Source: an optimization exercise on an open RTL-to-GDS flow (aim: small area and a short achievable clock period). Production flows keep margins and buffers that such runs may drop. RTL that was checked went through simulation tests only; none was proved equivalent to the original. No functional check of the RTL was part of runs 6 to 8. Power and IR drop assume default switching activity.

### design.v
module aish_merge #(
	parameter NB = 16
) (
	input  [8*NB-1:0] a,
	input  [8*NB-1:0] b,
	input  [8*NB-1:0] c,
	input  [NB-1:0]   sa,
	input  [NB-1:0]   sb,
	input  [NB-1:0]   sc,
	output [8*NB-1:0] y
);
	genvar j;
	generate
		for (j = 0; j < NB; j = j + 1) begin : g_byte
			assign y[8*j +: 8] = ~((a[8*j +: 8] & {8{sa[j]}}) |
			                       (b[8*j +: 8] & {8{sb[j]}}) |
			                       (c[8*j +: 8] & {8{sc[j]}}));
		end
	endgenerate
endmodule
module aish_rot #(
	parameter NB  = 16,
	parameter SH  = 1,
	parameter INV = 1,
	parameter SN  = 0
) (
	input  [8*NB-1:0] a,
	input             s,
	output [8*NB-1:0] y
);
	wire [8*NB-1:0] r = {a[8*SH-1:0], a[8*NB-1:8*SH]};
	wire [8*NB-1:0] m = (SN ? ~s : s) ? r : a;
	assign y = INV ? ~m : m;
endmodule
module aish_sort4 (
	input  [3:0] v,
	output [3:0] t
);
	assign t[0] = |v;
	assign t[1] = (v[0] & v[1]) | (v[0] & v[2]) | (v[0] & v[3]) |
	              (v[1] & v[2]) | (v[1] & v[3]) | (v[2] & v[3]);
	assign t[2] = (v[0] & v[1] & v[2]) | (v[0] & v[1] & v[3]) |
	              (v[0] & v[2] & v[3]) | (v[1] & v[2] & v[3]);
	assign t[3] = &v;
endmodule
module aish_tadd #(
	parameter N = 4
) (
	input  [N-1:0]   a,
	input  [N-1:0]   b,
	output [2*N-1:0] c
);
	wire [N:0] ae = {a, 1'b1};
	wire [N:0] be = {b, 1'b1};
	genvar m, i;
	generate
		for (m = 1; m <= 2 * N; m = m + 1) begin : g_m
			wire [N:0] term;
			for (i = 0; i <= N; i = i + 1) begin : g_i
				if (m - i >= 0 && m - i <= N)
					assign term[i] = ae[i] & be[m-i];
				else
					assign term[i] = 1'b0;
			end
			assign c[m-1] = |term;
		end
	endgenerate
endmodule
module aish_thermo16 (
	input  [15:0] x,
	output [15:0] t
);
	wire [3:0] n0, n1, n2, n3;
	wire [7:0] h0, h1;
	aish_sort4 u_n0 (.v(x[3:0]),   .t(n0));
	aish_sort4 u_n1 (.v(x[7:4]),   .t(n1));
	aish_sort4 u_n2 (.v(x[11:8]),  .t(n2));
	aish_sort4 u_n3 (.v(x[15:12]), .t(n3));
	aish_tadd #(.N(4)) u_h0 (.a(n0), .b(n1), .c(h0));
	aish_tadd #(.N(4)) u_h1 (.a(n2), .b(n3), .c(h1));
	aish_tadd #(.N(8)) u_t  (.a(h0), .b(h1), .c(t));
endmodule
module aish_rot2 #(
	parameter NB  = 16,
	parameter SH  = 1,
	parameter INV = 1
) (
	input  [8*NB-1:0] a,
	input             s_n,
	input             s_p,
	output [8*NB-1:0] y
);
	localparam HB = 4 * NB;
	wire [8*NB-1:0] r = {a[8*SH-1:0], a[8*NB-1:8*SH]};
	wire [8*NB-1:0] m = {s_p ? r[8*NB-1:HB] : a[8*NB-1:HB], ~s_n ? r[HB-1:0] : a[HB-1:0]};
	assign y = INV ? ~m : m;
endmodule
module aish_sel #(
	parameter NB = 16
) (
	input  [NB-1:0] t,
	input  [NB-1:0] h,
	input           up,
	output [NB-1:0] sa,
	output [NB-1:0] sb,
	output [NB-1:0] sc
);
	assign sa = up ? ~t : ~h;
	assign sb = {NB{up}} & t;
	assign sc = {NB{~up}} & h;
endmodule
module axi_stream_insert_header #(
	parameter DATA_WD = 128,
	parameter DATA_BYTE_WD = DATA_WD / 8
) (
	input                           clk,
	input                           rst_n,
	input                           valid_in,
	input      [DATA_WD-1 : 0]      data_in,
	input      [DATA_BYTE_WD-1 : 0] keep_in,
	input                           last_in,
	output reg                      ready_in,
	input                           valid_insert,
	input      [DATA_WD-1 : 0]      header_insert,
	input      [DATA_BYTE_WD-1 : 0] keep_insert,
	output reg                      ready_insert,
	output                          valid_out,
	output     [DATA_WD-1 : 0]      data_out,
	output     [DATA_BYTE_WD-1 : 0] keep_out,
	output                          last_out,
	input                           ready_out
);
	localparam NB = DATA_BYTE_WD;
	reg               rdy_prev;    
	reg               rdy_prev2;   
	reg [DATA_WD-1:0] data_d;      
	reg [DATA_WD-1:0] merged_n;    
	reg [4:0]         hdr_cnt;     
	reg [4:0]         keep_cnt;    
	reg [5:0]         end_cnt;     
	reg [2:0]         rot_n;       
	reg [2:0]         rot_p;       
	wire [1:0] in_c2 [0:7];
	wire [2:0] in_c4 [0:3];
	wire [3:0] in_c8 [0:1];
	genvar g;
	generate
		for (g = 0; g < 8; g = g + 1) begin : g_c2
			assign in_c2[g] = keep_in[2*g] + keep_in[2*g+1];
		end
		for (g = 0; g < 4; g = g + 1) begin : g_c4
			assign in_c4[g] = in_c2[2*g] + in_c2[2*g+1];
		end
		for (g = 0; g < 2; g = g + 1) begin : g_c8
			assign in_c8[g] = in_c4[2*g] + in_c4[2*g+1];
		end
	endgenerate
	wire [4:0] in_cnt = in_c8[0] + in_c8[1];
	wire start = ready_out & valid_insert & valid_in;
	wire up    = ready_in & ~rdy_prev;
	wire [4:0] shift;
	wire [15:0] ins_t;
	aish_thermo16 u_ins_t (.x(keep_insert), .t(ins_t));
	wire [4:0] ins_cnt;
	assign ins_cnt[4] = ins_t[15];
	assign ins_cnt[3] = ins_t[7] & ~ins_t[15];
	assign ins_cnt[2] = (ins_t[3] & ~ins_t[7]) | (ins_t[11] & ~ins_t[15]);
	assign ins_cnt[1] = (ins_t[1] & ~ins_t[3]) | (ins_t[5] & ~ins_t[7]) |
	                    (ins_t[9] & ~ins_t[11]) | (ins_t[13] & ~ins_t[15]);
	assign ins_cnt[0] = (ins_t[0] & ~ins_t[1]) | (ins_t[2] & ~ins_t[3]) |
	                    (ins_t[4] & ~ins_t[5]) | (ins_t[6] & ~ins_t[7]) |
	                    (ins_t[8] & ~ins_t[9]) | (ins_t[10] & ~ins_t[11]) |
	                    (ins_t[12] & ~ins_t[13]) | (ins_t[14] & ~ins_t[15]);
	assign shift = up ? ins_cnt : hdr_cnt;
	reg [NB-1:0] hdr_low;
	integer j;
	always @(*) begin
		for (j = 0; j < NB; j = j + 1)
			hdr_low[j] = (hdr_cnt > j);
	end
	wire [NB-1:0] sel_in, sel_hdr, sel_prev;
	aish_sel #(.NB(NB)) u_sel (
		.t(ins_t), .h(hdr_low), .up(up),
		.sa(sel_in), .sb(sel_hdr), .sc(sel_prev));
	wire [DATA_WD-1:0] merged_n_d, merged_n_d8;
	aish_merge #(.NB(NB)) u_merge (
		.a(data_in), .b(header_insert), .c(data_d),
		.sa(sel_in), .sb(sel_hdr), .sc(sel_prev), .y(merged_n_d));
	aish_rot #(.NB(NB), .SH(8), .INV(0)) u_rot3 (.a(merged_n_d), .s(shift[3]), .y(merged_n_d8));
	wire [DATA_WD-1:0] r0, r1;
	aish_rot2 #(.NB(NB), .SH(1), .INV(1)) u_rot0 (.a(merged_n), .s_n(rot_n[0]), .s_p(rot_p[0]), .y(r0));
	aish_rot2 #(.NB(NB), .SH(2), .INV(1)) u_rot1 (.a(r0),       .s_n(rot_n[1]), .s_p(rot_p[1]), .y(r1));
	aish_rot2 #(.NB(NB), .SH(4), .INV(1)) u_rot2 (.a(r1),       .s_n(rot_n[2]), .s_p(rot_p[2]), .y(data_out));
	reg [NB-1:0] last_keep;
	integer k;
	always @(*) begin
		for (k = 0; k < NB; k = k + 1)
			last_keep[k] = (end_cnt >= 2 * NB - k);
	end
	assign valid_out = rdy_prev | rdy_prev2;
	assign last_out  = rdy_prev2 & ~rdy_prev;
	assign keep_out  = rdy_prev ? {NB{1'b1}} : last_keep;
	always @(posedge clk or negedge rst_n) begin
		if (~rst_n) begin
			ready_in     <= 1'b0;
			ready_insert <= 1'b0;
			rdy_prev     <= 1'b0;
			rdy_prev2    <= 1'b0;
		end else begin
			if (last_in)
				ready_in <= 1'b0;
			else if (start)
				ready_in <= 1'b1;
			if (ready_in)
				ready_insert <= 1'b0;
			else if (start)
				ready_insert <= 1'b1;
			rdy_prev  <= ready_in;
			rdy_prev2 <= rdy_prev;
		end
	end
	always @(posedge clk) begin
		data_d   <= data_in;
		merged_n <= merged_n_d8;
		rot_n    <= ~shift[2:0];
		rot_p    <= shift[2:0];
		if (up)
			hdr_cnt <= ins_cnt;
		keep_cnt <= in_cnt;
		end_cnt  <= hdr_cnt + keep_cnt;
	end
endmodule
### standard.sh
#!/bin/bash
# synth_recipe.tcl (not shown) runs the flow's synth.tcl, then flattens the netlist and writes it again
# the make line also repeats each setting of config.mk as NAME=value (left out here)
make -C /OpenROAD-flow-scripts/flow DESIGN_CONFIG=/design/flow/config.mk WORK_HOME=/design/flow/orfs CLKGATE_MAP_FILE= SYNTH_SCRIPT=/design/flow/synth_recipe.tcl "${@:-finish}"
### constraint.sdc
create_clock -name core_clock -period 30.0 [get_ports {clk}]
set_input_delay 6.0000 -clock core_clock [delete_from_list [all_inputs] [get_ports {clk}]]
set_output_delay 6.0000 -clock core_clock [all_outputs]
set_load 0.01 [all_outputs]
### flow/run.sh
#!/bin/bash
# Standard layout, with plain buf_1 cells as the port buffers and timing repair aiming well below the period.
set -euo pipefail
bash standard.sh 'BUFFER_PORTS_ARGS=-buffer_cell sky130_fd_sc_hd__buf_1' SETUP_SLACK_MARGIN=21.5 finish > make.log 2>&1
### config.mk
export PLATFORM = sky130hd
export DESIGN_NAME = axi_stream_insert_header
export DESIGN_NICKNAME = axi_stream_insert_header
export VERILOG_FILES = /design/flow/design.v
export SDC_FILE = /design/flow/constraint.sdc
export NUM_CORES = 4
export LEC_CHECK = 0
export CAP_MARGIN = 20
export CORE_MARGIN = 2
export CORE_UTILIZATION = 60
export CTS_BUF_LIST = sky130_fd_sc_hd__clkbuf_8
export CTS_CLUSTER_DIAMETER = 60
export CTS_CLUSTER_SIZE = 12
export SLEW_MARGIN = 20
export SYNTH_HIERARCHICAL = 1
==> results of run 1 <==
## power by group through the flow
stage | Clock [W] | Sequential, W | Combinational [W]
after floorplan | 0 | 0.000475 | 0.000665
after global placement | 0 | 0.000562 | 0.000802
after detailed placement | 0 | 0.000563 | 0.000814
after CTS | 0.000221 | 0.000539 | 0.000844
after global routing | 0.000235 | 0.000547 | 0.000940
final | 0.000219 | 0.000544 | 0.000877
## through the flow
| step | instances | util [%] | total power, W | area [um2] | setup WS, ns |
|---|---|---|---|---|---|
| 3_3_place_gp | 2011 | 65.3 | 0.00136 | 16500 | 20.78 |
| 5_1_grt | 2079 | 69.3 | 0.00172 | 17500 | 21.38 |
| 4_1_cts | 2053 | 67.7 | 0.00160 | 17100 | 21.49 |
| 3_5_place_dp | 2011 | 65.3 | 0.00138 | 16500 | 20.73 |
| 6_report | 2079 | 69.3 | 0.00164 | 17500 | 21.48 |
| 2_1_floorplan | 1352 | - | 0.00114 | 15500 | 21.06 |
## sequential cells by signal (all words and copies together) (netlist names)
register / flops
data_d: 128
merged_n: 128
end_cnt: 6
keep_cnt: 5
hdr_cnt: 3
rot_n: 3
rot_p: 2
rdy_prev: 1
rdy_prev2: 1
ready_in: 1
ready_insert: 1
## final timing paths
path                                       to  slack (ns)
worst max-delay path              keep_cnt[4]       21.48
worst min-delay path               end_cnt[0]        0.44
worst max register to register  merged_n[126]       26.85
worst min register to register     end_cnt[0]        0.44
max in group asynchronous            ready_in       24.56
min in group asynchronous           rdy_prev2        5.25
## cells by family (layout without fill, tap and decap cells)
family          count (synthesis)  after routing  synth area share [%]
buf+inv                       163            560                  8.44
compound gates                243            243                  13.6
mux                           528            528                  35.2
xor+xnor                        4              4                 0.226
simple gates                  114            114                  3.99
flops                         279            279                  36.3
fa+ha+maj                      21             21                  2.23
## per-layer routing
metal,vias to the layer above,part of all wire [%]
met3,116,9.4
met2,826,46
li1,6034,-
met4,0,4.8
met1,6395,40
met5,-,0
## Yosys stat by module, one instance, submodules excluded, a selection
| module | cell area (um2) | cells | copies in the design |
|---|---|---|---|
| aish_sort4 | 55.1 | 8 | 4 |
| axi_stream_insert_header | 6720 | 446 | 1 |
## final cells by class
class / instances / area [um2] / share of cell area, %
sequential: 279 / 5640 / 32.2
timing repair buffer: 476 / 2050 / 11.7
inverter: 45 / 176 / 1.01
clock buffer: 31 / 427 / 2.44
multi-input combinational: 910 / 8770 / 50.1
clock inverter: 8 / 40.0 / 0.229
tap: 330 / 413 / 2.36
## cell usage in the layout (no fill, tap or decap), types with 4 or more instances in the layout
| cell | netlist | routed |
|---|---|---|
| and4_2 | 4 | 4 |
| dfxtp_1 | 274 | 268 |
| inv_2 | 1 | 6 |
| o21bai_1 | 5 | 5 |
| xnor2_1 | 4 | 4 |
| dfxtp_4 | 0 | 6 |
| a22oi_1 | 30 | 30 |
| clkbuf_8 | 8 | 32 |
| nor2_1 | 11 | 10 |
| mux2i_4 | 0 | 11 |
| mux2i_1 | 400 | 386 |
| buf_4 | 1 | 26 |
| or2_2 | 4 | 4 |
| a21oi_1 | 5 | 4 |
| o21ai_0 | 20 | 20 |
| and2_1 | 19 | 11 |
| a211oi_1 | 21 | 21 |
| dfrtp_1 | 4 | 4 |
| nor2b_1 | 19 | 19 |
| buf_1 | 0 | 440 |
| ha_1 | 10 | 9 |
| nand2_2 | 0 | 6 |
| mux2_2 | 128 | 128 |
| or4_1 | 4 | 4 |
| nand2_1 | 34 | 28 |
| inv_1 | 44 | 44 |
| fa_1 | 11 | 8 |
| and2_2 | 0 | 8 |
| o211ai_1 | 8 | 8 |
| a222oi_1 | 135 | 135 |
## cell usage after synthesis (2+ instances only)
library cell | n | share of area (%)
mux2i_1 | 400 | 26
dfxtp_1 | 274 | 35
a222oi_1 | 135 | 8.7
mux2_2 | 128 | 9.3
inv_1 | 44 | 1.1
buf_8 | 37 | 3.6
nand2_1 | 34 | 0.82
a22oi_1 | 30 | 1.5
a211oi_1 | 21 | 1.0
buf_6 | 20 | 1.5
o21ai_0 | 20 | 0.65
and2_1 | 19 | 0.77
nor2b_1 | 19 | 0.77
buf_2 | 18 | 0.58
clkbuf_1 | 17 | 0.41
clkbuf_2 | 17 | 0.55
fa_1 | 11 | 1.4
nor2_1 | 11 | 0.27
ha_1 | 10 | 0.81
clkbuf_8 | 8 | 0.71
o211ai_1 | 8 | 0.39
nand3_1 | 6 | 0.19
a21oi_1 | 5 | 0.16
o21bai_1 | 5 | 0.24
and4_2 | 4 | 0.26
dfrtp_1 | 4 | 0.65
or2_2 | 4 | 0.16
or4_1 | 4 | 0.19
xnor2_1 | 4 | 0.23
a21o_1 | 3 | 0.15
a22o_1 | 3 | 0.17
a31oi_1 | 3 | 0.12
nand2b_1 | 3 | 0.12
nor3_1 | 3 | 0.097
o21a_1 | 3 | 0.15
a211o_2 | 2 | 0.13
nand4_1 | 2 | 0.081
## timing repair
action                     CTS  global route
gates resized for setup     18            48
gates cloned                 0             2
setup endpoints to repair  237           136
pin swaps                    5            44
setup buffers                3            24
## worst register-to-register path, stage by stage, from the launching register on
cell and delay [ns]:
dfrtp_1 0.42, nand2b_1 0.38, inv_1 0.13, buf_4 0.61, mux2i_1 0.77, a222oi_1 0.34
mux2_2 0.38
==> results.cfg, run 1 <==
[power_and_ir_drop]
powerDensity_nw_per_um2 = 93.7
p_seq_share_pct = 33.2
p_int_w = 0.000903
p_sw_w = 0.000738
swShare_pct = 45.0
pwr-share-clk_pct = 13.4
peakVddDrop_mv = 0.0604
power_leakage_nw = 7.57
p_comb_share_pct = 53.5

[grt]
use_met3_pct = 5.47
grt_max_degree = 70
met1_usage_pct = 47.1
gr-usage-met2_pct = 60.7
first_global_vias = 12700
track_usage_pct = 36.3
grt_first_pass_wirelength_um = 74200
top_usage_layer = met2
overflow = 0
antenna_found_initial = 4

[sta]
maxSlewViolCount = 0
max_freq_mhz = 117
fin_crit_ns = 8.52
worst_pin_slew_ns = 1.14
hold_viol = 0
period_share_pct = 28.4
fin_setup_tns_ns = 0
setup_violations = 0
fin_skew_ns = 0.0168
grt_setup_unrepaired = true
fin_hold_ws_ns = 0.445
slew_headroom_pct = 23.7

[clock_tree]
numCtsBuffers = 28
clock-root-buffer = clkbuf_8
clock_latency_ns = 0.58
cts_max_path_buffers = 3
cts_tree = yes
cts_sinks = 279
clk_pin_slew_ns = 0.08
ctsHoldBuffers = 0
htreeDepth = 1

[synthesis]
ys_types = 50
yosysWarnings = 7
ys_seq_area_share_pct = 36.3
synth_edf_count = 1
ys_ff_latch = 279
postSynthCellCount = 1352
synth.avg_cell_area_um2 = 11.4
synthArstFlopShare_pct = 1.43
netlist_area_um2 = 15500
synth_nets = 1667
synth_ff_type = dfxtp_1

[layout]
area_growth_pct = 13.2
finalNetCount = 2055
n_antenna_cell = 0
fillers = 2025
drive_gt1_share_pct = 14.9

[setup_path]
max_stage_delay_ns = 0.54
worstPathCellList = buf_1 > inv_1 > fa_1 > inv_2 > fa_1 > fa_1 > inv_2 > fa_1 > inv_1 > ha_2 > inv_2 > fa_2 > nor2b_1 > o21a_1
critPathCaptureType = flop
required_ns = 30.52
crit_path_start = keep_in[15]
crit_buf_inv = 6
r2r_cells = 6
slowest_stage = fa_1
cpLargestDelayFamily = adder cells
cpMostUsedCell = fa_1
worst-setup-path-type = primary input to flop
path_depth = 14
rr_startpoint = rdy_prev
crit_path_start_kind = primary input
cp_max_fo = 2
cp.arrival_ns = 9.04

[route]
drt_first_pass_iters = 9
drtIter0Drc = 1999
wire_per_inst_um = 25.0
ant_nets = 0
drcViolationCount = 0
wirelength_um = 52100
vias = 13400
vias_per_cell = 6.43

[run_status]
outcome = timing/DRC/antenna clean

[job]
drv_cap = 0

[floorplan]
start_util_pct = 61.3
rows = 58
die_w_um = 165
dieArea_um2 = 27100
ioPinCount = 442
fp.coreArea_um2 = 25300
die_h_um = 165

[worst_hold_path]
min_path_type = flop to flop
hold_depth = 1
holdCritStartpoint = keep_cnt[0]

[placement]
dp_hpwl_um = 40200
io_buffers = 441
place.gp.congestion = 0.964
==> run 2: changes to the inputs <==
==> flow/run.sh (replaced) <==
#!/bin/bash
# Standard layout, with plain buf_1 cells as the port buffers and timing repair aiming well below the period.
set -euo pipefail
bash standard.sh 'BUFFER_PORTS_ARGS=-buffer_cell sky130_fd_sc_hd__buf_1' SETUP_SLACK_MARGIN=21.8 finish > make.log 2>&1
==> results.cfg, run 2 <==
[clock_tree]
numCtsBuffers = 28
clock_latency_ns = 0.58
clock-root-buffer = clkbuf_8
cts_max_path_buffers = 3
clk_pin_slew_ns = 0.09
htreeDepth = 1
cts_tree = yes
ctsHoldBuffers = 0
cts_sinks = 279

[synthesis]
ys_ff_latch = 279
muxShareOfSynthArea_pct = 35.2
synth_top_family_by_area = multiplexers
ys_types = 50
synth.area.top_cells = dfxtp_1 35%, mux2i_1 26%, mux2_2 9.3%
synthAdderAreaFrac_pct = 2.23
synth_compound_area_share_pct = 13.6
postSynthCellCount = 1352
yosysWarnings = 7
ys_seq_area_share_pct = 36.3
synth_top_area_share_pct = 35.5
synth_nets = 1667
yosys.area_share.simple_pct = 3.99
synth_ff_type = dfxtp_1
synthArstFlopShare_pct = 1.43
yosysTopAreaCell = dfxtp_1
synth_edf_count = 1
synth.most_common_cell = mux2i_1
synth_top_cells_by_count = 400 x mux2i_1, 274 x dfxtp_1, 135 x a222oi_1
yosys.area_share.xor_xnor_pct = 0.226
netlist_area_um2 = 15500
synth.avg_cell_area_um2 = 11.4

[grt]
grt_first_pass_wirelength_um = 77300
grt_max_degree = 69
track_usage_pct = 38.0
antenna_found_initial = 2
first_global_vias = 13200
overflow = 0

[job]
drv_cap = 0

[setup_path]
r2r-end = merged_n[28]
reg2reg_slack_ns = 26.28
crit_path_start_kind = primary input
worst-setup-path-type = primary input to flop
critPathCaptureType = flop
crit_path_start = keep_in[11]
slowest_stage = fa_1
worstPathCellList = buf_8 > inv_8 > fa_1 > inv_1 > fa_1 > fa_1 > inv_2 > fa_2 > inv_2 > ha_4 > inv_2 > fa_2 > inv_2
required_ns = 30.49
max_stage_delay_ns = 0.55
rr_startpoint = rdy_prev
cp.arrival_ns = 8.99
cp_max_fo = 2
critPathCapture = keep_cnt[1]
r2r_cells = 6
cpMostUsedCell = inv_2

[sta]
maxSlewViolCount = 0
period_share_pct = 28.3
max_freq_mhz = 118
fin_crit_ns = 8.50
setup_violations = 0
worst_pin_slew_ns = 1.09
grt_setup_unrepaired = true
slew_headroom_pct = 27.0
fin_setup_tns_ns = 0
fin_hold_ws_ns = 0.459
hold_viol = 0
fin_skew_ns = 0.0173

[power_and_ir_drop]
p_sw_w = 0.000800
powerDensity_nw_per_um2 = 91.9
pwr-share-clk_pct = 12.8
power_leakage_nw = 8.83
p_int_w = 0.00103
finalPower_w = 0.00183
p_seq_share_pct = 28.8
peakVddDrop_mv = 0.0599
p_comb_share_pct = 58.4
swShare_pct = 43.7

[layout]
fin_area_um2 = 19900
finalNetCount = 2196
multi_input_area_um2 = 9420
final_cell_mix = 413 x buf_1, 350 x mux2i_1, 268 x dfxtp_1, 135 x a222oi_1, 112 x buf_4
layout_commonest_cell = buf_1
drive_gt1_share_pct = 27.2
seqCellArea_um2 = 5640
final_util_pct = 78.9
area_growth_pct = 28.8
reg_top3 = data_d x128, merged_n x128, end_cnt x6
fillers = 1712

[floorplan]
dieArea_um2 = 27100
start_util_pct = 61.3
ioPinCount = 442
fp.coreArea_um2 = 25300
rows = 58
die_w_um = 165
die_h_um = 165

[route]
ant_nets = 0
wirelength_um = 58800
drtIter0Drc = 2767
vias = 14700
vias_per_cell = 6.60
drt_first_pass_iters = 10
wire_per_inst_um = 26.5
drcViolationCount = 0

[placement]
placed_cell_area_um2 = 16600
dp_hpwl_um = 40400
place.gp.congestion = 0.945
io_buffers = 441

[worst_hold_path]
min_path_type = flop to flop

[run_status]
outcome = timing/DRC/antenna clean
-- run 2: cell counts after synthesis --
Identical to the previous run, type by type.
-- run 2: power groups by stage --
stage / logic, W / registers, W / clock network (W)
3_3_place_gp: 0.000819 / 0.000546 / 0
4_1_cts: 0.000919 / 0.000516 / 0.000234
5_1_grt: 0.00112 / 0.000528 / 0.000250
2_1_floorplan: 0.000675 / 0.000475 / 0
6_report: 0.00107 / 0.000527 / 0.000234
3_5_place_dp: 0.000832 / 0.000547 / 0
-- run 2: timing repair --
action | 4_1_cts | 5_1_grt
endpoints found under the setup margin | 260 | 242
gates resized for setup | 68 | 232
pin swaps | 67 | 101
buffers inserted | 80 | 66
gates cloned | 4 | 20
-- run 2: worst min-delay path by stage --
stage / endpoint / slack [ns] / startpoint / cells past startpoint
after CTS: rdy_prev2 / 0.47 / rdy_prev / 0
after global routing: rdy_prev2 / 0.49 / rdy_prev / 0
after detailed placement: rdy_prev2 / 0.45 / rdy_prev / 0
final: rdy_prev2 / 0.46 / rdy_prev / 0
after global placement: rdy_prev2 / 0.46 / rdy_prev / 0
after floorplan: rdy_prev2 / 0.40 / rdy_prev / 0
-- run 2: metal layers --
layer	up-vias	GRT usage, %	share of wire, %
met3	188	8.19	11
li1	6309	-	-
met2	1126	61.8	46
met1	7035	48.5	38
met5	-	0	0
met4	0	17.2	5.1
-- run 2: layout make-up --
| class | count | share of cell area (%) |
|---|---|---|
| repair buffers | 616 | 18.9 |
| clock buffers | 30 | 2.07 |
| well taps | 330 | 2.07 |
| clock inverters | 8 | 0.458 |
| inverters | 45 | 0.904 |
| diodes | 2 | 0.0251 |
| flip-flops and latches | 279 | 28.3 |
| multi-input cells | 911 | 47.3 |
-- run 2: cells by family (layout without fill, tap and decap cells) --
logic type,after synthesis,after routing
flip-flops,279,279
AO/OA/AOI/OAI,243,243
XOR/XNOR,4,4
buffers and inverters,163,699
multiplexers,528,528
other,0,2
AND/OR/NAND/NOR,114,115
adder cells (fa/ha/maj),21,21
-- run 2: per-stage QoR --
stage,setup WS (ns),cells
final,21.50,2221
after global routing,21.43,2221
after CTS,21.46,2133
after detailed placement,20.32,2011
after global placement,20.44,2011
after floorplan,21.08,1352
-- run 2: critical path: cells and delay by family --
family     cells  cell delay (ns)
fa+ha+maj      6             2.65
buf+inv        7             0.35
-- run 2: modules after synthesis (local to each module, per instance), excerpt --
module	flip-flops and latches	cell area [um2]	cells
aish_sort4	0	55.1	8
axi_stream_insert_header	279	6720	446
==> run 3: changes to the inputs <==
==> flow/run.sh (replaced) <==
#!/bin/bash
# Standard layout, with plain buf_1 cells as the port buffers and timing repair aiming well below the period.
set -euo pipefail
bash standard.sh 'BUFFER_PORTS_ARGS=-buffer_cell sky130_fd_sc_hd__buf_1' SETUP_SLACK_MARGIN=21.65 finish > make.log 2>&1
==> results.cfg, run 3 <==
[clock_tree]
cts_tree = yes
clock-root-buffer = clkbuf_8
ctsHoldBuffers = 0
clk_pin_slew_ns = 0.07
cts_max_path_buffers = 3
cts_sinks = 279
numCtsBuffers = 28
htreeDepth = 1
clock_latency_ns = 0.59

[job]
drv_cap = 0

[sta]
grt_setup_unrepaired = true
hold_viol = 0
maxSlewViolCount = 0
period_share_pct = 28.0
worst_pin_slew_ns = 1.16
slew_headroom_pct = 22.6
fin_setup_tns_ns = 0
max_freq_mhz = 119
fin_crit_ns = 8.41
setup_violations = 0
fin_skew_ns = 0.0188
fin_hold_ws_ns = 0.440

[layout]
layout_commonest_cell = buf_1
area_growth_pct = 17.5
finalNetCount = 2107
drive_gt1_share_pct = 19.3
fin_cells = 2131
fin_area_um2 = 18200
final_util_pct = 72.0
reg_top3 = data_d x128, merged_n x128, end_cnt x6
final_cell_mix = 431 x buf_1, 379 x mux2i_1, 268 x dfxtp_1, 135 x a222oi_1, 128 x mux2_2

[route]
vias_per_cell = 6.45
wire_per_inst_um = 25.0
wirelength_um = 53300
drcViolationCount = 0
drt_first_pass_iters = 8
drtIter0Drc = 1996
ant_nets = 0
vias = 13800

[synthesis]
netlist_area_um2 = 15500
postSynthCellCount = 1352
ys_seq_area_share_pct = 36.3
synth_edf_count = 1
synthArstFlopShare_pct = 1.43
synth.most_common_cell = mux2i_1
synth_ff_type = dfxtp_1
synth_top_area_share_pct = 35.5
yosysTopAreaCell = dfxtp_1
synth.area.top_cells = dfxtp_1 35%, mux2i_1 26%, mux2_2 9.3%
ys_types = 50
yosysWarnings = 7
synth.avg_cell_area_um2 = 11.4
synth_top_cells_by_count = 400 x mux2i_1, 274 x dfxtp_1, 135 x a222oi_1
ys_ff_latch = 279
synth_nets = 1667

[grt]
track_usage_pct = 36.7
grt_max_degree = 75
antenna_found_initial = 3
overflow = 0
grt_first_pass_wirelength_um = 74800
first_global_vias = 12900

[floorplan]
dieArea_um2 = 27100
die_h_um = 165
fp.coreArea_um2 = 25300
die_w_um = 165
start_util_pct = 61.3
rows = 58
ioPinCount = 442

[power_and_ir_drop]
p_seq_share_pct = 31.5
peakVddDrop_mv = 0.0577
power_leakage_nw = 7.87
swShare_pct = 44.7
p_int_w = 0.000930
pwr-share-clk_pct = 13.3
p_comb_share_pct = 55.2
powerDensity_nw_per_um2 = 92.5
p_sw_w = 0.000752

[placement]
numPlacedInstances = 2011
place.gp.congestion = 0.960
placed_cell_area_um2 = 16500
io_buffers = 441
dp_hpwl_um = 39800

[run_status]
outcome = timing/DRC/antenna clean

[setup_path]
cp.arrival_ns = 8.89
critPathCaptureType = flop
reg2reg_slack_ns = 26.85
worst-setup-path-type = primary input to flop
cp_max_fo = 2
required_ns = 30.49
crit_path_start_kind = primary input

[worst_hold_path]
min_path_type = flop to flop
[run 3: changes by cell type in the layout (fill, tap and decap cells not counted), sizes merged]
cell,delta
buf,-67
bufbuf,-1
bufinv,-1
clkbuf,-26
clkinv,+1
diode,+1
inv,+1
nand2,+2
[run 3: layer usage]
layer / global-route usage [%] / share of wire, % / routed length [um] / vias up
met5: 0 / 0 / 0 / -
met4: 17.9 / 5.4 / 2860 / 0
met3: 5.68 / 9.9 / 5300 / 153
met2: 60.1 / 45 / 24200 / 902
met1: 47.4 / 39 / 20900 / 6553
li1: - / - / - / 6145
[run 3: per-module statistics from Yosys (local to each module, per instance), excerpt]
module / flops+latches / times used
axi_stream_insert_header: 279 / 1
aish_sort4: 0 / 4
[run 3: path summary, 6_finish.rpt]
| check | startpoint | endpoint | cells past startpoint |
|---|---|---|---|
| max in group asynchronous | rst_n | rdy_prev2 | 1 |
| hold reg to reg | rdy_prev | rdy_prev2 | 0 |
| setup reg to reg | rdy_prev | merged_n[113] | 6 |
| hold / removal | rdy_prev | rdy_prev2 | 0 |
| min in group asynchronous | rst_n | ready_insert | 1 |
| setup / recovery | keep_in[11] | keep_cnt[1] | 13 |
[run 3: stage by stage]
stage	total power, W	setup WS [ns]
2_1_floorplan	0.00114	21.08
3_3_place_gp	0.00136	20.52
3_5_place_dp	0.00138	20.35
4_1_cts	0.00163	21.57
5_1_grt	0.00176	21.51
6_report	0.00168	21.59
[run 3: cell type report]
class,count,area (um2)
inverters,45,176
repair inverters,1,5.00
clock buffers,28,385
clock inverters,8,80.1
multi-input cells,913,8930
well taps,330,413
fillers,2005,7070
diodes,3,7.51
flip-flops and latches,279,5640
repair buffers,524,2550
[run 3: logic make-up after synthesis]
family                   count (synthesis)  synth area share, %
AO/OA/AOI/OAI                          243                 13.6
XOR/XNOR                                 4                0.226
buffers and inverters                  163                 8.44
multiplexers                           528                 35.2
flip-flops                             279                 36.3
adder cells (fa/ha/maj)                 21                 2.23
AND/OR/NAND/NOR                        114                 3.99
[run 3: power groups by stage]
| stage | sequential (W) | clock, W | combinational [W] |
|---|---|---|---|
| detailed placement | 0.000559 | 0 | 0.000820 |
| global placement | 0.000557 | 0 | 0.000807 |
| global route | 0.000534 | 0.000238 | 0.000993 |
| CTS | 0.000527 | 0.000224 | 0.000878 |
| floorplan | 0.000475 | 0 | 0.000667 |
| finish | 0.000530 | 0.000223 | 0.000929 |
[run 3: critical path: stages]
cell and delay [ns]:
buf_8 0.08, inv_8 0.02, fa_1 0.54, inv_2 0.04, fa_1 0.45, fa_1 0.53, inv_2 0.04, fa_2 0.41
inv_2 0.07, ha_4 0.13, inv_2 0.03, fa_2 0.51, inv_2 0.03
[run 3: timing repair]
item | 4_1_cts | 5_1_grt
cloned | 1 | 8
pin swaps | 25 | 63
setup buffers | 27 | 45
setup endpoints to repair | 251 | 214
gates resized for setup | 34 | 86
==> run 4: changes to the inputs <==
==> flow/run.sh (replaced) <==
#!/bin/bash
# Standard layout, with plain buf_1 cells as the port buffers and timing repair aiming well below the period.
set -euo pipefail
bash standard.sh 'BUFFER_PORTS_ARGS=-buffer_cell sky130_fd_sc_hd__buf_1' SETUP_SLACK_MARGIN=21.3 finish > make.log 2>&1
==> results.cfg, run 4 <==
[setup_path]
path_depth = 7
r2r-end = merged_n[71]
crit_buf_inv = 1
cp_max_fo = 9
required_ns = 30.47
cpLargestDelayFamily = simple AND/OR/NAND/NOR gates
crit_path_start_kind = primary input
cp.arrival_ns = 9.09
reg2reg_slack_ns = 26.77
rr_startpoint = rdy_prev
critPathCaptureType = flop
cpMostUsedCell = or2_2
max_stage_delay_ns = 0.81
worst-setup-path-type = primary input to flop
worstPathCellList = buf_1 > or4_1 > or2_2 > or2_2 > mux2i_1 > a222oi_1 > mux2_2
r2r_cells = 6
slowest_stage = mux2i_1
crit_path_start = keep_insert[9]

[synthesis]
yosysTopAreaCell = dfxtp_1
yosysWarnings = 7
synth.area.top_cells = dfxtp_1 35%, mux2i_1 26%, mux2_2 9.3%
ys_types = 50
netlist_area_um2 = 15500
ys_ff_latch = 279
synth_top_cells_by_count = 400 x mux2i_1, 274 x dfxtp_1, 135 x a222oi_1
postSynthCellCount = 1352
synth_edf_count = 1
synth_top_area_share_pct = 35.5
synth_ff_type = dfxtp_1
ys_seq_area_share_pct = 36.3
synth.avg_cell_area_um2 = 11.4
synthArstFlopShare_pct = 1.43
synth.most_common_cell = mux2i_1
synth_nets = 1667

[worst_hold_path]
min_path_type = flop to flop
holdCritStartpoint = keep_cnt[0]
min_to = end_cnt[0]
hold_depth = 1

[clock_tree]
cts_sinks = 279
cts_max_path_buffers = 3
cts_tree = yes
ctsHoldBuffers = 0
clk_pin_slew_ns = 0.08
clock-root-buffer = clkbuf_8
htreeDepth = 1
numCtsBuffers = 28
clock_latency_ns = 0.58

[layout]
drive_gt1_share_pct = 12.5
area_growth_pct = 10.7
final_util_pct = 67.8
layout_commonest_cell = buf_1
finalNetCount = 2032
n_antenna_cell = 0
final_cell_mix = 440 x buf_1, 388 x mux2i_1, 268 x dfxtp_1, 135 x a222oi_1, 128 x mux2_2
reg_top3 = data_d x128, merged_n x128, end_cnt x6

[job]
drv_cap = 0

[sta]
max_freq_mhz = 116
fin_hold_ws_ns = 0.446
hold_viol = 0
fin_skew_ns = 0.0137
setup_violations = 0
slew_headroom_pct = 24.0
fin_crit_ns = 8.62
fin_setup_tns_ns = 0
grt_setup_unrepaired = false
worst_pin_slew_ns = 1.14
period_share_pct = 28.7
maxSlewViolCount = 0

[route]
ant_nets = 0
drtIter0Drc = 1964
vias_per_cell = 6.46
drcViolationCount = 0
drt_first_pass_iters = 7
wire_per_inst_um = 24.9
vias = 13300
wirelength_um = 51200

[floorplan]
ioPinCount = 442
die_w_um = 165
start_util_pct = 61.3
dieArea_um2 = 27100
rows = 58
die_h_um = 165
fp.coreArea_um2 = 25300

[power_and_ir_drop]
peakVddDrop_mv = 0.0605
powerDensity_nw_per_um2 = 94.4
finalPower_w = 0.00162
power_leakage_nw = 7.42

[grt]
overflow = 0
grt_max_degree = 70
grt_first_pass_wirelength_um = 73300
antenna_found_initial = 6
track_usage_pct = 36.0
first_global_vias = 12700

[run_status]
outcome = timing/DRC/antenna clean

[placement]
place.gp.congestion = 0.964
io_buffers = 441
dp_hpwl_um = 40200
run 4: layout make-up:
class                      count  area, um2
inverter                      45        176
clock buffer                  31        427
fill                        2079       8120
multi-input combinational    910       8650
clock inverter                 8       40.0
tap                          330        413
timing repair buffer         453       1790
sequential                   279       5640
run 4: metal layers:
metal / vias to the layer above / part of all wire (%) / global-route usage (%)
met5: - / 0.025 / 0
met4: 2 / 4.9 / 15.7
met3: 113 / 9.1 / 5.73
met2: 770 / 46 / 59.5
met1: 6422 / 40 / 46.6
li1: 5976 / - / -
run 4: per-stage QoR:
step / std cells / area, um2 / setup WS [ns]
after floorplan: 1352 / 15500 / 21.06
after global placement: 2011 / 16500 / 20.78
after detailed placement: 2011 / 16500 / 20.73
after CTS: 2051 / 17000 / 21.31
after global routing: 2056 / 17100 / 21.30
final: 2056 / 17100 / 21.38
run 4: kinds of logic after synthesis:
group | Yosys count | share of synthesized area [%]
AO/OA/AOI/OAI | 243 | 13.6
XOR/XNOR | 4 | 0.226
adder cells (fa/ha/maj) | 21 | 2.23
buffers and inverters | 163 | 8.44
flip-flops | 279 | 36.3
multiplexers | 528 | 35.2
AND/OR/NAND/NOR | 114 | 3.99
run 4: what timing repair did:
item | in CTS | in global routing
setup endpoints to repair | 82 | 150
buffers inserted | 1 | 5
pin swaps | 0 | 8
gates resized for setup | 1 | 24
run 4: worst max path at each step:
stage / slack, ns / end
final: 21.38 / merged_n[71]
after global routing: 21.30 / merged_n[124]
after CTS: 21.31 / data_out[55]
after detailed placement: 20.73 / keep_cnt[4]
after global placement: 20.78 / merged_n[12]
after floorplan: 21.06 / keep_cnt[1]
run 4: Yosys stat by module (local to each module, per instance), a selection:
module / cell area, um2 / flops+latches / copies in the design
axi_stream_insert_header: 6720 / 279 / 1
aish_sort4: 55.1 / 0 / 4
run 4: worst register-to-register path: stages (launching register included):
cell and delay (ns):
dfrtp_1 0.42, nand2b_1 0.38, inv_1 0.13, buf_4 0.54, mux2i_1 0.94, a222oi_1 0.37
mux2_2 0.35
run 4: power by group:
group	total [W]	internal (W)	leakage [nW]	switching (W)
clock	0.000219	0.0000934	0.264	0.000125
sequential	0.000549	0.000443	2.37	0.000106
combinational	0.000850	0.000353	4.79	0.000497
==> run 5: changes to the inputs <==
--- a/config.mk
+++ b/config.mk
@@ -7,7 +7,7 @@
 export LEC_CHECK = 0
 export CAP_MARGIN = 20
 export CORE_MARGIN = 2
-export CORE_UTILIZATION = 60
+export CORE_UTILIZATION = 70
 export CTS_BUF_LIST = sky130_fd_sc_hd__clkbuf_8
 export CTS_CLUSTER_DIAMETER = 60
 export CTS_CLUSTER_SIZE = 12
==> results.cfg, run 5 <==
[setup_path]
rr_startpoint = rdy_prev
max_stage_delay_ns = 0.62
r2r-end = merged_n[76]
cp.arrival_ns = 9.23
cpLargestDelayFamily = simple AND/OR/NAND/NOR gates
slowest_stage = or4_1
r2r_cells = 6
reg2reg_slack_ns = 26.88
worst-setup-path-type = primary input to flop
crit_path_start_kind = primary input
path_depth = 9
cp_max_fo = 9
cpMostUsedCell = a222oi_1
worstPathCellList = buf_1 > or4_1 > a211oi_1 > nand2_1 > a222oi_1 > nand3_1 > and2_1 > a222oi_1 > mux2_2
crit_buf_inv = 1
crit_path_start = keep_insert[1]
required_ns = 30.51
critPathCaptureType = flop
critPathCapture = merged_n[74]

[grt]
grt_first_pass_wirelength_um = 74400
antenna_found_initial = 3
track_usage_pct = 40.5
grt_max_degree = 75
overflow = 0
first_global_vias = 13000

[synthesis]
ys_ff_latch = 279
ys_seq_area_share_pct = 36.3
synth_top_area_share_pct = 35.5
synth_edf_count = 1
synth_top_cells_by_count = 400 x mux2i_1, 274 x dfxtp_1, 135 x a222oi_1
synth_nets = 1667
yosysTopAreaCell = dfxtp_1
yosysWarnings = 7
netlist_area_um2 = 15500
synth.area.top_cells = dfxtp_1 35%, mux2i_1 26%, mux2_2 9.3%
postSynthCellCount = 1352
ys_types = 50
synth.avg_cell_area_um2 = 11.4
synth_ff_type = dfxtp_1
synthArstFlopShare_pct = 1.43
synth.most_common_cell = mux2i_1

[floorplan]
dieArea_um2 = 23300
start_util_pct = 71.1
rows = 54
ioPinCount = 442
die_h_um = 153
fp.coreArea_um2 = 21800
die_w_um = 153

[route]
vias_per_cell = 6.66
wire_per_inst_um = 24.8
drcViolationCount = 0
drtIter0Drc = 2044
drt_first_pass_iters = 20
ant_nets = 0
vias = 13400
wirelength_um = 49800

[clock_tree]
cts_max_path_buffers = 3
clock_latency_ns = 0.58
ctsHoldBuffers = 0
clock-root-buffer = clkbuf_8
clk_pin_slew_ns = 0.09
cts_tree = yes
cts_sinks = 279
numCtsBuffers = 28
htreeDepth = 1

[sta]
fin_hold_ws_ns = 0.448
max_freq_mhz = 115
fin_setup_tns_ns = 0
grt_setup_unrepaired = true
slew_headroom_pct = 23.7
hold_viol = 0
fin_crit_ns = 8.72
worst_pin_slew_ns = 1.14
setup_violations = 0
period_share_pct = 29.1
fin_skew_ns = 0.0269
maxSlewViolCount = 0

[placement]
placed_cell_area_um2 = 16400
io_buffers = 441
place.gp.congestion = 0.986
dp_hpwl_um = 38600

[layout]
fillers = 1516
final_cell_mix = 440 x buf_1, 389 x mux2i_1, 268 x dfxtp_1, 135 x a222oi_1, 128 x mux2_2
reg_top3 = data_d x128, merged_n x128, end_cnt x6
multi_input_area_um2 = 8640
layout_commonest_cell = buf_1
seqCellArea_um2 = 5640
drive_gt1_share_pct = 12.5
area_growth_pct = 10.5
fin_area_um2 = 17100
finalNetCount = 2034

[power_and_ir_drop]
power_leakage_nw = 7.41
peakVddDrop_mv = 0.0487
powerDensity_nw_per_um2 = 94.4

[worst_hold_path]
min_path_type = flop to flop
hold_depth = 0

[run_status]
outcome = timing/DRC/antenna clean

[job]
drv_cap = 0
==> run 5: cell counts after synthesis <==
No cell type changed its count.
==> run 5: power by group <==
part	internal (W)	total, W	switching, W
Combinational	0.000357	0.000843	0.000487
Sequential	0.000443	0.000556	0.000113
Clock	0.0000880	0.000214	0.000126
Total	0.000888	0.00161	0.000726
==> run 5: worst min-delay path by stage <==
| stage | startpoint | to | slack, ns |
|---|---|---|---|
| floorplan | rdy_prev | rdy_prev2 | 0.40 |
| global placement | rdy_prev | rdy_prev2 | 0.44 |
| detailed placement | rdy_prev | rdy_prev2 | 0.44 |
| CTS | rdy_prev | rdy_prev2 | 0.45 |
| global route | rdy_prev | rdy_prev2 | 0.47 |
| finish | rdy_prev | rdy_prev2 | 0.45 |
==> run 5: final cells by class <==
type / instances / share of cell area [%]
Antenna cell: 2 / 0.0293
Multi-Input combinational cell: 910 / 50.5
Sequential cell: 279 / 33.0
Timing Repair Buffer: 455 / 10.8
Tap cell: 280 / 2.05
Clock buffer: 29 / 2.33
Clock inverter: 7 / 0.242
Inverter: 45 / 1.03
==> run 5: cells by family (layout without fill, tap and decap cells) <==
family | count (synthesis) | after routing | synth area share (%)
multiplexers | 528 | 528 | 35.2
flip-flops | 279 | 279 | 36.3
AO/OA/AOI/OAI | 243 | 243 | 13.6
buffers and inverters | 163 | 536 | 8.44
AND/OR/NAND/NOR | 114 | 114 | 3.99
adder cells (fa/ha/maj) | 21 | 21 | 2.23
XOR/XNOR | 4 | 4 | 0.226
other | 0 | 2 | 0
==> run 5: modules after synthesis, one instance, submodules excluded, excerpt <==
module                    times used  area [um2]
axi_stream_insert_header           1        6720
aish_sort4                         4        55.1
==> run 5: layer usage <==
| metal | routed length, um | vias to the layer above | global-route usage (%) |
|---|---|---|---|
| met1 | 18600 | 6266 | 50.8 |
| met5 | 0 | - | 0 |
| li1 | - | 5987 | - |
| met2 | 22800 | 954 | 66.0 |
| met3 | 5430 | 165 | 8.53 |
| met4 | 3010 | 0 | 21.3 |
==> run 5: what timing repair did <==
action / in CTS / in global routing
pin swaps: 0 / 10
setup endpoints to repair: 89 / 113
buffers inserted: 2 / 7
resized for setup: 4 / 21
==> run 5: stage by stage <==
stage	utilization [%]	setup slack, ns	instances	power [W]
2_1_floorplan	-	21.06	1352	0.00114
3_3_place_gp	75.5	20.57	1959	0.00135
3_5_place_dp	75.5	20.37	1959	0.00137
4_1_cts	77.8	21.33	1997	0.00158
5_1_grt	78.5	21.23	2005	0.00169
6_report	78.6	21.28	2007	0.00161
==> run 6: changes to the inputs <==
--- a/design.v
+++ b/design.v
@@ -186,11 +186,11 @@
 	aish_merge #(.NB(NB)) u_merge (
 		.a(data_in), .b(header_insert), .c(data_d),
 		.sa(sel_in), .sb(sel_hdr), .sc(sel_prev), .y(merged_n_d));
-	aish_rot #(.NB(NB), .SH(8), .INV(0)) u_rot3 (.a(merged_n_d), .s(shift[3]), .y(merged_n_d8));
+	aish_rot #(.NB(NB), .SH(1), .INV(0)) u_rot0 (.a(merged_n_d), .s(shift[0]), .y(merged_n_d8));
 	wire [DATA_WD-1:0] r0, r1;
-	aish_rot2 #(.NB(NB), .SH(1), .INV(1)) u_rot0 (.a(merged_n), .s_n(rot_n[0]), .s_p(rot_p[0]), .y(r0));
-	aish_rot2 #(.NB(NB), .SH(2), .INV(1)) u_rot1 (.a(r0),       .s_n(rot_n[1]), .s_p(rot_p[1]), .y(r1));
-	aish_rot2 #(.NB(NB), .SH(4), .INV(1)) u_rot2 (.a(r1),       .s_n(rot_n[2]), .s_p(rot_p[2]), .y(data_out));
+	aish_rot2 #(.NB(NB), .SH(2), .INV(1)) u_rot1 (.a(merged_n), .s_n(rot_n[0]), .s_p(rot_p[0]), .y(r0));
+	aish_rot2 #(.NB(NB), .SH(4), .INV(1)) u_rot2 (.a(r0),       .s_n(rot_n[1]), .s_p(rot_p[1]), .y(r1));
+	aish_rot2 #(.NB(NB), .SH(8), .INV(1)) u_rot3 (.a(r1),       .s_n(rot_n[2]), .s_p(rot_p[2]), .y(data_out));
 	reg [NB-1:0] last_keep;
 	integer k;
 	always @(*) begin
@@ -222,8 +222,8 @@
 	always @(posedge clk) begin
 		data_d   <= data_in;
 		merged_n <= merged_n_d8;
-		rot_n    <= ~shift[2:0];
-		rot_p    <= shift[2:0];
+		rot_n    <= ~shift[3:1];
+		rot_p    <= shift[3:1];
 		if (up)
 			hdr_cnt <= ins_cnt;
 		keep_cnt <= in_cnt;
==> flow/run.sh (replaced) <==
#!/bin/bash
# Standard layout, with plain buf_1 cells as the port buffers and timing repair aiming well below the period.
set -euo pipefail
bash standard.sh 'BUFFER_PORTS_ARGS=-buffer_cell sky130_fd_sc_hd__buf_1' SETUP_SLACK_MARGIN=21 finish > make.log 2>&1
--- a/config.mk
+++ b/config.mk
@@ -7,9 +7,8 @@
 export LEC_CHECK = 0
 export CAP_MARGIN = 20
 export CORE_MARGIN = 2
-export CORE_UTILIZATION = 70
-export CTS_BUF_LIST = sky130_fd_sc_hd__clkbuf_8
-export CTS_CLUSTER_DIAMETER = 60
-export CTS_CLUSTER_SIZE = 12
+export CORE_UTILIZATION = 45
+export CTS_CLUSTER_DIAMETER = 90
+export CTS_CLUSTER_SIZE = 24
 export SLEW_MARGIN = 20
 export SYNTH_HIERARCHICAL = 1
==> results.cfg, run 6 <==
[layout]
reg_top3 = data_d x128, merged_n x128, end_cnt x6
area_growth_pct = 12.5
fin_cells = 2167
fillers = 3157
final_cell_mix = 441 x buf_1, 396 x mux2i_1, 268 x dfxtp_1, 135 x a222oi_1, 128 x mux2_2
n_antenna_cell = 0
finalNetCount = 2028
drive_gt1_share_pct = 11.4
layout_commonest_cell = buf_1

[route]
vias = 13300
drt_first_pass_iters = 10
wire_per_inst_um = 26.6
wirelength_um = 57700
vias_per_cell = 6.14
drtIter0Drc = 1764
drcViolationCount = 0
ant_nets = 0

[placement]
place.gp.congestion = 0.935
pre_cts_slack_ns = 19.65
io_buffers = 441
dp_hpwl_um = 45600
numPlacedInstances = 2133

[synthesis]
netlist_area_um2 = 15500
postSynthCellCount = 1352
synth_compound_area_share_pct = 13.6
synthAdderAreaFrac_pct = 2.23
synth_edf_count = 1
ys_ff_latch = 279
yosys.area_share.xor_xnor_pct = 0.227
synth_ff_type = dfxtp_1
ys_seq_area_share_pct = 36.3
synth.area.top_cells = dfxtp_1 35%, mux2i_1 26%, mux2_2 9.3%
synth.most_common_cell = mux2i_1
synth_top_area_share_pct = 35.5
yosysTopAreaCell = dfxtp_1
synth_nets = 1667
synth_top_cells_by_count = 400 x mux2i_1, 274 x dfxtp_1, 135 x a222oi_1
ys_types = 48
synth.avg_cell_area_um2 = 11.4
synth_top_family_by_area = multiplexers
yosysWarnings = 7
muxShareOfSynthArea_pct = 35.2
yosys.area_share.simple_pct = 4.00
synthArstFlopShare_pct = 1.43

[setup_path]
rr_startpoint = rdy_prev
slowest_stage = mux2i_1
worst-setup-path-type = primary input to flop
cp.arrival_ns = 9.37
reg2reg_slack_ns = 26.27
crit_path_start_kind = primary input
critPathCaptureType = flop
required_ns = 30.40
worstPathCellList = buf_1 > or4_1 > a211oi_1 > nand2_1 > a22oi_1 > nand2_1 > mux2i_1 > a222oi_1 > mux2_2
max_stage_delay_ns = 0.84
crit_path_start = keep_insert[9]
cpMostUsedCell = nand2_1
cp_max_fo = 9
r2r_cells = 6
r2r-end = merged_n[38]

[floorplan]
fp.coreArea_um2 = 33700
ioPinCount = 442
start_util_pct = 45.9
rows = 67
dieArea_um2 = 35900
die_w_um = 189
die_h_um = 189

[clock_tree]
cts_max_path_buffers = 3
clock-root-buffer = clkbuf_16
ctsHoldBuffers = 0
numCtsBuffers = 16
clock_latency_ns = 0.52
cts_sinks = 279
htreeDepth = 1
clk_pin_slew_ns = 0.10
cts_tree = yes

[grt]
overflow = 0
antenna_found_initial = 5
track_usage_pct = 30.3
grt_max_degree = 65
grt_first_pass_wirelength_um = 81500
first_global_vias = 12500

[worst_hold_path]
min_to = end_cnt[0]
min_path_type = flop to flop
holdCritStartpoint = keep_cnt[0]
hold_depth = 1

[sta]
fin_setup_tns_ns = 0
maxSlewViolCount = 0
worst_pin_slew_ns = 1.19
period_share_pct = 29.9
grt_setup_unrepaired = false
fin_crit_ns = 8.97
fin_skew_ns = 0.0246
hold_viol = 0
setup_violations = 0
setup_ws_ns = 21.03
max_freq_mhz = 111
slew_headroom_pct = 20.3

[power_and_ir_drop]
powerDensity_nw_per_um2 = 98.2
power_leakage_nw = 7.50
peakVddDrop_mv = 0.0539

[job]
drv_cap = 0

[run_status]
outcome = timing/DRC/antenna clean
[run 6: area by class of cell]
| class | instances | area (um2) | share of cell area, % |
|---|---|---|---|
| inverter | 46 | 173 | 0.993 |
| sequential | 279 | 5640 | 32.4 |
| tap | 448 | 561 | 3.22 |
| clock inverter | 2 | 36.3 | 0.209 |
| multi-input combinational | 909 | 8600 | 49.4 |
| clock buffer | 22 | 454 | 2.61 |
| timing repair buffer | 461 | 1940 | 11.1 |
[run 6: cell families after synthesis]
group | count (synthesis)
DFF | 279
xor gates and xnor gates | 4
AOI/OAI and AO/OA | 242
and+or+nand+nor | 114
muxes | 528
buffers and inverters | 164
adders and majority gates | 21
[run 6: what timing repair did]
item | CTS | global route
cloned | 1 | 4
setup endpoints to repair | 88 | 102
setup buffers | 0 | 5
gates resized for setup | 10 | 8
pin swaps | 0 | 6
[run 6: routing by layer]
layer | wire [um] | vias to the layer above | GRT usage, % | part of all wire, %
met5 | 23 | - | 0 | 0.040
met2 | 27700 | 710 | 51.5 | 48
li1 | - | 5981 | - | -
met3 | 4880 | 84 | 3.80 | 8.5
met1 | 23800 | 6527 | 41.0 | 41
met4 | 1270 | 4 | 6.77 | 2.2
[run 6: critical path: cells and delay by family]
kind / cells / cell delay [ns]
muxes: 2 / 1.23
AOI/OAI and AO/OA: 3 / 0.90
and+or+nand+nor: 3 / 1.10
buffers and inverters: 1 / 0.13
[run 6: per-stage QoR]
stage | instance area (um2) | util (%) | hold slack, ns | power, W
6_report | 17400 | 51.6 | 0.437 | 0.00171
5_1_grt | 17400 | 51.6 | 0.444 | 0.00179
4_1_cts | 17200 | 51.1 | 0.442 | 0.00168
3_5_place_dp | 16700 | 49.5 | 0.419 | 0.00143
3_3_place_gp | 16700 | 49.5 | 0.417 | 0.00142
2_1_floorplan | 15500 | - | 0.394 | 0.00117
[run 6: per-module statistics from Yosys, one instance, submodules excluded, excerpt]
module                    cells  cell area [um2]  flip-flops and latches  times used
aish_sort4                    8             55.1                       0           4
axi_stream_insert_header    446             6720                     279           1
[run 6: worst max path at each step]
stage | to | slack (ns) | depth (start not counted)
floorplan | keep_cnt[4] | 21.01 | 13
global placement | merged_n[63] | 19.78 | 12
detailed placement | merged_n[108] | 19.65 | 12
CTS | data_out[50] | 21.01 | 5
global route | merged_n[124] | 20.99 | 12
finish | merged_n[16] | 21.03 | 9
[run 6: power by group]
part	leakage, nW	internal, W	switching (W)
Combinational	4.88	0.000374	0.000547
Clock	0.238	0.000109	0.000132
Sequential	2.37	0.000452	0.0000923
Total	7.50	0.000936	0.000771
==> run 7: changes to the inputs <==
--- a/config.mk
+++ b/config.mk
@@ -7,7 +7,7 @@
 export LEC_CHECK = 0
 export CAP_MARGIN = 20
 export CORE_MARGIN = 2
-export CORE_UTILIZATION = 45
+export CORE_UTILIZATION = 60
 export CTS_CLUSTER_DIAMETER = 90
 export CTS_CLUSTER_SIZE = 24
 export SLEW_MARGIN = 20
==> results.cfg, run 7 <==
[synthesis]
synth_edf_count = 1
synth.avg_cell_area_um2 = 11.4
synth.area.top_cells = dfxtp_1 35%, mux2i_1 26%, mux2_2 9.3%
ys_seq_area_share_pct = 36.3
synth.most_common_cell = mux2i_1
synthArstFlopShare_pct = 1.43
yosysWarnings = 7
synth_nets = 1667
ys_ff_latch = 279
netlist_area_um2 = 15500
postSynthCellCount = 1352
synth_top_area_share_pct = 35.5
ys_types = 48
yosysTopAreaCell = dfxtp_1
synth_top_cells_by_count = 400 x mux2i_1, 274 x dfxtp_1, 135 x a222oi_1
synth_ff_type = dfxtp_1

[floorplan]
ioPinCount = 442
die_w_um = 165
rows = 58
die_h_um = 165
fp.coreArea_um2 = 25300
dieArea_um2 = 27100
start_util_pct = 61.2

[layout]
final_util_pct = 67.9
finalNetCount = 2022
final_cell_mix = 441 x buf_1, 396 x mux2i_1, 268 x dfxtp_1, 135 x a222oi_1, 128 x mux2_2
area_growth_pct = 10.9
n_antenna_cell = 0
layout_commonest_cell = buf_1
reg_top3 = data_d x128, merged_n x128, end_cnt x6
fin_cells = 2040
drive_gt1_share_pct = 11.6

[worst_hold_path]
min_path_type = flop to flop
min_to = rdy_prev2
hold_depth = 0
holdCritStartpoint = rdy_prev

[setup_path]
worstPathCellList = buf_1 > or4_1 > a22oi_1 > nand2_2 > a222oi_1 > nand3_2 > a22oi_1 > a41oi_4 > buf_12 > bufbuf_16 > mux2_2
critPathCaptureType = flop
cp.arrival_ns = 9.30
slowest_stage = or4_1
cp_max_fo = 37
rr_startpoint = rdy_prev
max_stage_delay_ns = 0.63
crit_buf_inv = 3
required_ns = 30.41
cpMostUsedCell = a22oi_1
reg2reg_slack_ns = 26.32
r2r-end = merged_n[28]
r2r_cells = 6
crit_path_start = keep_insert[5]
crit_path_start_kind = primary input
worst-setup-path-type = primary input to flop
cpLargestDelayFamily = compound AO/OA/AOI/OAI gates

[route]
wire_per_inst_um = 25.7
drtIter0Drc = 1952
drt_first_pass_iters = 13
vias = 13200
vias_per_cell = 6.49
drcViolationCount = 0
wirelength_um = 52400
ant_nets = 0

[sta]
worst_pin_slew_ns = 1.16
fin_crit_ns = 8.89
fin_setup_tns_ns = 0
grt_setup_unrepaired = false
fin_skew_ns = 0.0244
setup_ws_ns = 21.11
period_share_pct = 29.6
slew_headroom_pct = 22.7
max_freq_mhz = 113
hold_viol = 0
maxSlewViolCount = 0
setup_violations = 0

[placement]
dp_hpwl_um = 41700
pre_cts_slack_ns = 19.64
numPlacedInstances = 2011
io_buffers = 441
place.gp.congestion = 0.980

[clock_tree]
cts_max_path_buffers = 3
clock_latency_ns = 0.52
cts_sinks = 279
clk_pin_slew_ns = 0.09
clock-root-buffer = clkbuf_16
ctsHoldBuffers = 0
numCtsBuffers = 15
htreeDepth = 1
cts_tree = yes

[power_and_ir_drop]
powerDensity_nw_per_um2 = 97.3
p_comb_share_pct = 52.1
finalPower_w = 0.00167
power_leakage_nw = 7.46
peakVddDrop_mv = 0.0573
p_seq_share_pct = 34.7
swShare_pct = 44.5
pwr-share-clk_pct = 13.1
p_int_w = 0.000926
p_sw_w = 0.000743

[job]
drv_cap = 0

[grt]
grt_max_degree = 68
grt_first_pass_wirelength_um = 74700
first_global_vias = 12300
track_usage_pct = 37.0
antenna_found_initial = 1
overflow = 0

[run_status]
outcome = timing/DRC/antenna clean
==> run 7: area by class of cell <==
type / instances / area (um2)
multi-input combinational: 909 / 8630
clock buffer: 18 / 408
timing repair buffer: 456 / 1880
fill: 2086 / 8100
inverter: 46 / 173
tap: 330 / 413
clock inverter: 2 / 15.0
sequential: 279 / 5640
==> run 7: cell families (layout without fill, tap and decap cells) <==
kind of cell    Yosys count  after routing  share of synthesized area, %
mux                     528            528                          35.2
flops                   279            279                          36.3
compound gates          242            242                          13.6
buf+inv                 164            522                          8.42
simple gates            114            114                          4.00
fa+ha+maj                21             21                          2.23
xor+xnor                  4              4                         0.226
==> run 7: modules after synthesis (local to each module, per instance), excerpt <==
module | cells inside | times used | area (um2) | flip-flops and latches
axi_stream_insert_header | 446 | 1 | 6720 | 279
aish_sort4 | 8 | 4 | 55.1 | 0
==> run 7: metal layers <==
layer  vias to the layer above  wire length (um)  GRT usage, %
met5                         -                 0             0
met4                         0              2450          15.5
met3                       100              4810          6.65
met2                       806             23600          58.9
met1                      6380             21500          49.7
li1                       5951                 -             -
==> run 7: power groups by stage <==
stage / Clock, W / Sequential, W / Combinational (W)
global placement: 0 / 0.000582 / 0.000819
floorplan: 0 / 0.000487 / 0.000679
detailed placement: 0 / 0.000583 / 0.000831
finish: 0.000219 / 0.000579 / 0.000870
global route: 0.000233 / 0.000584 / 0.000935
CTS: 0.000220 / 0.000574 / 0.000855
==> run 7: what timing repair did <==
| action | CTS | global route |
|---|---|---|
| gates cloned | 3 | 0 |
| pin swaps | 2 | 5 |
| buffers inserted | 0 | 6 |
| endpoints found under the setup margin | 124 | 146 |
| gates resized for setup | 9 | 16 |
==> run 7: through the flow <==
step / area (um2) / hold slack [ns]
3_5_place_dp: 16500 / 0.424
5_1_grt: 17200 / 0.482
3_3_place_gp: 16500 / 0.424
4_1_cts: 17100 / 0.442
2_1_floorplan: 15500 / 0.394
6_report: 17200 / 0.455
==> run 7: worst max path at each step <==
stage / slack (ns) / end / depth (start not counted)
after CTS: 21.01 / merged_n[67] / 12
after global placement: 19.80 / merged_n[6] / 12
final: 21.11 / merged_n[108] / 11
after global routing: 21.00 / merged_n[110] / 13
after floorplan: 21.01 / keep_cnt[4] / 13
after detailed placement: 19.64 / merged_n[0] / 12
==> run 8: changes to the inputs <==
==> flow/run.sh (replaced) <==
#!/bin/bash
# Standard layout, with plain buf_1 cells as the port buffers and timing repair aiming well below the period.
set -euo pipefail
bash standard.sh 'BUFFER_PORTS_ARGS=-buffer_cell sky130_fd_sc_hd__buf_1' SETUP_SLACK_MARGIN=21.5 finish > make.log 2>&1
==> results.cfg, run 8 <==
[layout]
drive_gt1_share_pct = 17.9
finalNetCount = 2087
reg_top3 = data_d x128, merged_n x128, end_cnt x6
area_growth_pct = 21.3
layout_commonest_cell = buf_1
final_cell_mix = 433 x buf_1, 379 x mux2i_1, 268 x dfxtp_1, 135 x a222oi_1, 120 x mux2_4
final_util_pct = 74.3
fillers = 1832

[sta]
worst_pin_slew_ns = 1.15
slew_headroom_pct = 23.5
fin_skew_ns = 0.0102
fin_setup_tns_ns = 0
period_share_pct = 28.9
maxSlewViolCount = 0
setup_violations = 0
max_freq_mhz = 115
grt_setup_unrepaired = true
hold_viol = 0
fin_crit_ns = 8.67

[grt]
grt_first_pass_wirelength_um = 80900
track_usage_pct = 40.5
grt_max_degree = 66
antenna_found_initial = 1
first_global_vias = 13100
overflow = 0

[floorplan]
rows = 58
ioPinCount = 442
die_h_um = 165
start_util_pct = 61.2
fp.coreArea_um2 = 25300
die_w_um = 165
dieArea_um2 = 27100

[synthesis]
synth.area.top_cells = dfxtp_1 35%, mux2i_1 26%, mux2_2 9.3%
synth.avg_cell_area_um2 = 11.4
postSynthCellCount = 1352
ys_types = 48
synth_nets = 1667
synth_top_area_share_pct = 35.5
yosysWarnings = 7
synth_edf_count = 1
synth.most_common_cell = mux2i_1
yosysTopAreaCell = dfxtp_1
netlist_area_um2 = 15500
synth_top_cells_by_count = 400 x mux2i_1, 274 x dfxtp_1, 135 x a222oi_1
ys_ff_latch = 279
synthArstFlopShare_pct = 1.43
synth_ff_type = dfxtp_1
ys_seq_area_share_pct = 36.3

[clock_tree]
cts_max_path_buffers = 3
ctsHoldBuffers = 0
clock_latency_ns = 0.50
clk_pin_slew_ns = 0.10
clock-root-buffer = clkbuf_16
cts_tree = yes
htreeDepth = 1
cts_sinks = 279
numCtsBuffers = 15

[worst_hold_path]
min_to = rdy_prev2
hold_depth = 0
min_path_type = flop to flop
holdCritStartpoint = rdy_prev

[setup_path]
r2r_cells = 6
cp.arrival_ns = 9.12
required_ns = 30.44
r2r-end = merged_n[4]
rr_startpoint = rdy_prev
crit_path_start_kind = primary input
cp_max_fo = 8
worst-setup-path-type = primary input to flop
reg2reg_slack_ns = 26.85
critPathCaptureType = flop

[route]
vias = 14100
drcViolationCount = 0
wirelength_um = 59200
wire_per_inst_um = 28.1
drt_first_pass_iters = 12
ant_nets = 0
drtIter0Drc = 2224
vias_per_cell = 6.69

[placement]
dp_hpwl_um = 43100
io_buffers = 441
place.gp.congestion = 1.08

[job]
drv_cap = 0

[power_and_ir_drop]
power_leakage_nw = 8.54
peakVddDrop_mv = 0.0641
powerDensity_nw_per_um2 = 97.7

[run_status]
outcome = timing/DRC/antenna clean
## run 8: cell counts after synthesis
Identical to the previous run, type by type.
## run 8: repair_timing
item / CTS / global route
pin swaps: 40 / 17
buffers inserted: 41 / 13
cloned: 11 / 8
setup endpoints to repair: 261 / 156
gates resized for setup: 79 / 33
## run 8: worst max path at each step
stage	end	slack, ns	depth (start not counted)	from
2_1_floorplan	keep_cnt[1]	21.06	12	keep_in[11]
3_3_place_gp	merged_n[125]	19.43	12	keep_insert[10]
4_1_cts	merged_n[3]	21.42	13	keep_insert[0]
3_5_place_dp	merged_n[125]	19.30	12	keep_insert[10]
6_report	merged_n[82]	21.33	11	keep_insert[9]
5_1_grt	merged_n[88]	21.27	11	keep_insert[9]
## run 8: area by class of cell
cell class,count,area [um2],share of cell area (%)
multi-input cells,911,9320,49.7
flip-flops and latches,279,5640,30.1
repair buffers,518,2790,14.9
well taps,330,413,2.20
clock buffers,18,397,2.12
inverters,46,180,0.961
clock inverters,1,8.76,0.0467
repair inverters,1,5.00,0.0267
diodes,2,5.00,0.0267
## run 8: modules after synthesis, one instance, submodules excluded, excerpt
| module | cells | copies in the design | cell area, um2 | flops+latches |
|---|---|---|---|---|
| aish_sort4 | 8 | 4 | 55.1 | 0 |
| axi_stream_insert_header | 446 | 1 | 6720 | 279 |
## run 8: report_power, final
| part | switching (W) | internal (W) |
|---|---|---|
| clock network | 0.000120 | 0.0000947 |
| logic | 0.000602 | 0.000470 |
| registers | 0.0000928 | 0.000452 |
## run 8: cells by family (layout without fill, tap and decap cells)
group | Yosys count | count (layout) | share of synthesized area (%)
xor+xnor | 4 | 4 | 0.226
buf+inv | 164 | 584 | 8.42
compound gates | 242 | 243 | 13.6
other cells | 0 | 2 | 0
mux | 528 | 528 | 35.2
fa+ha+maj | 21 | 21 | 2.23
simple gates | 114 | 115 | 4.00
flops | 279 | 279 | 36.3
## run 8: worst max-delay path, cell delays in order
cell and delay, ns:
buf_8 0.10, or4_4 0.60, a22oi_2 0.22, nand2_2 0.14, buf_6 0.15, buf_4 0.12
a22oi_1 0.14, nand3_1 0.23, and2_1 0.33, a222oi_1 0.77, mux2_4 0.31
## run 8: per-layer routing
metal,up-vias,part of all wire [%],GRT usage [%]
li1,6081,-,-
met1,6714,37,50.9
met2,1044,46,66.0
met3,240,9.7,6.71
met4,0,6.4,23.1
met5,-,0,0
## run 8: per-stage QoR
step	hold slack (ns)	instance area [um2]	total power (W)	instances	setup slack, ns
6_report	0.442	18800	0.00183	2106	21.33
5_1_grt	0.474	18700	0.00190	2104	21.27
4_1_cts	0.449	18300	0.00176	2083	21.42
3_5_place_dp	0.429	17000	0.00148	2012	19.30
3_3_place_gp	0.426	17000	0.00146	2012	19.43
2_1_floorplan	0.394	16100	0.00123	1352	21.06

what the ideal ports hide:
Ports are ideal in the flow. The routed layouts listed here were re-timed in OpenROAD.
Step 1: set_driving_cell puts a clkbuf_16 on clk and a buf_2 on each other input, an assumption about the parent block.
Step 2 times the ports against the registers' clock, not the clock port: input delays grow and output delays shrink by t, the midpoint of the rising clock arrivals with the driver on.
Three values: no drivers, after step 1, after step 2; two values: the first two.
| run | shift t [ns] | setup slack, ns |
|---|---|---|
| run 1 | 0.617 | 21.479 / 21.498 / 20.881 |
| run 2 | 0.619 | 21.500 / 21.484 / 20.865 |
| run 3 | 0.629 | 21.592 / 21.580 / 20.952 |
| run 4 | 0.615 | 21.375 / 21.372 / 20.783 |
| run 5 | 0.613 | 21.278 / 21.304 / 20.691 |
| run 6 | 0.555 | 21.029 / 21.026 / 20.506 |
| run 7 | 0.546 | 21.112 / 21.123 / 20.589 |
| run 8 | 0.540 | 21.325 / 21.338 / 20.798 |
After both steps setup and hold are still met in every run listed.
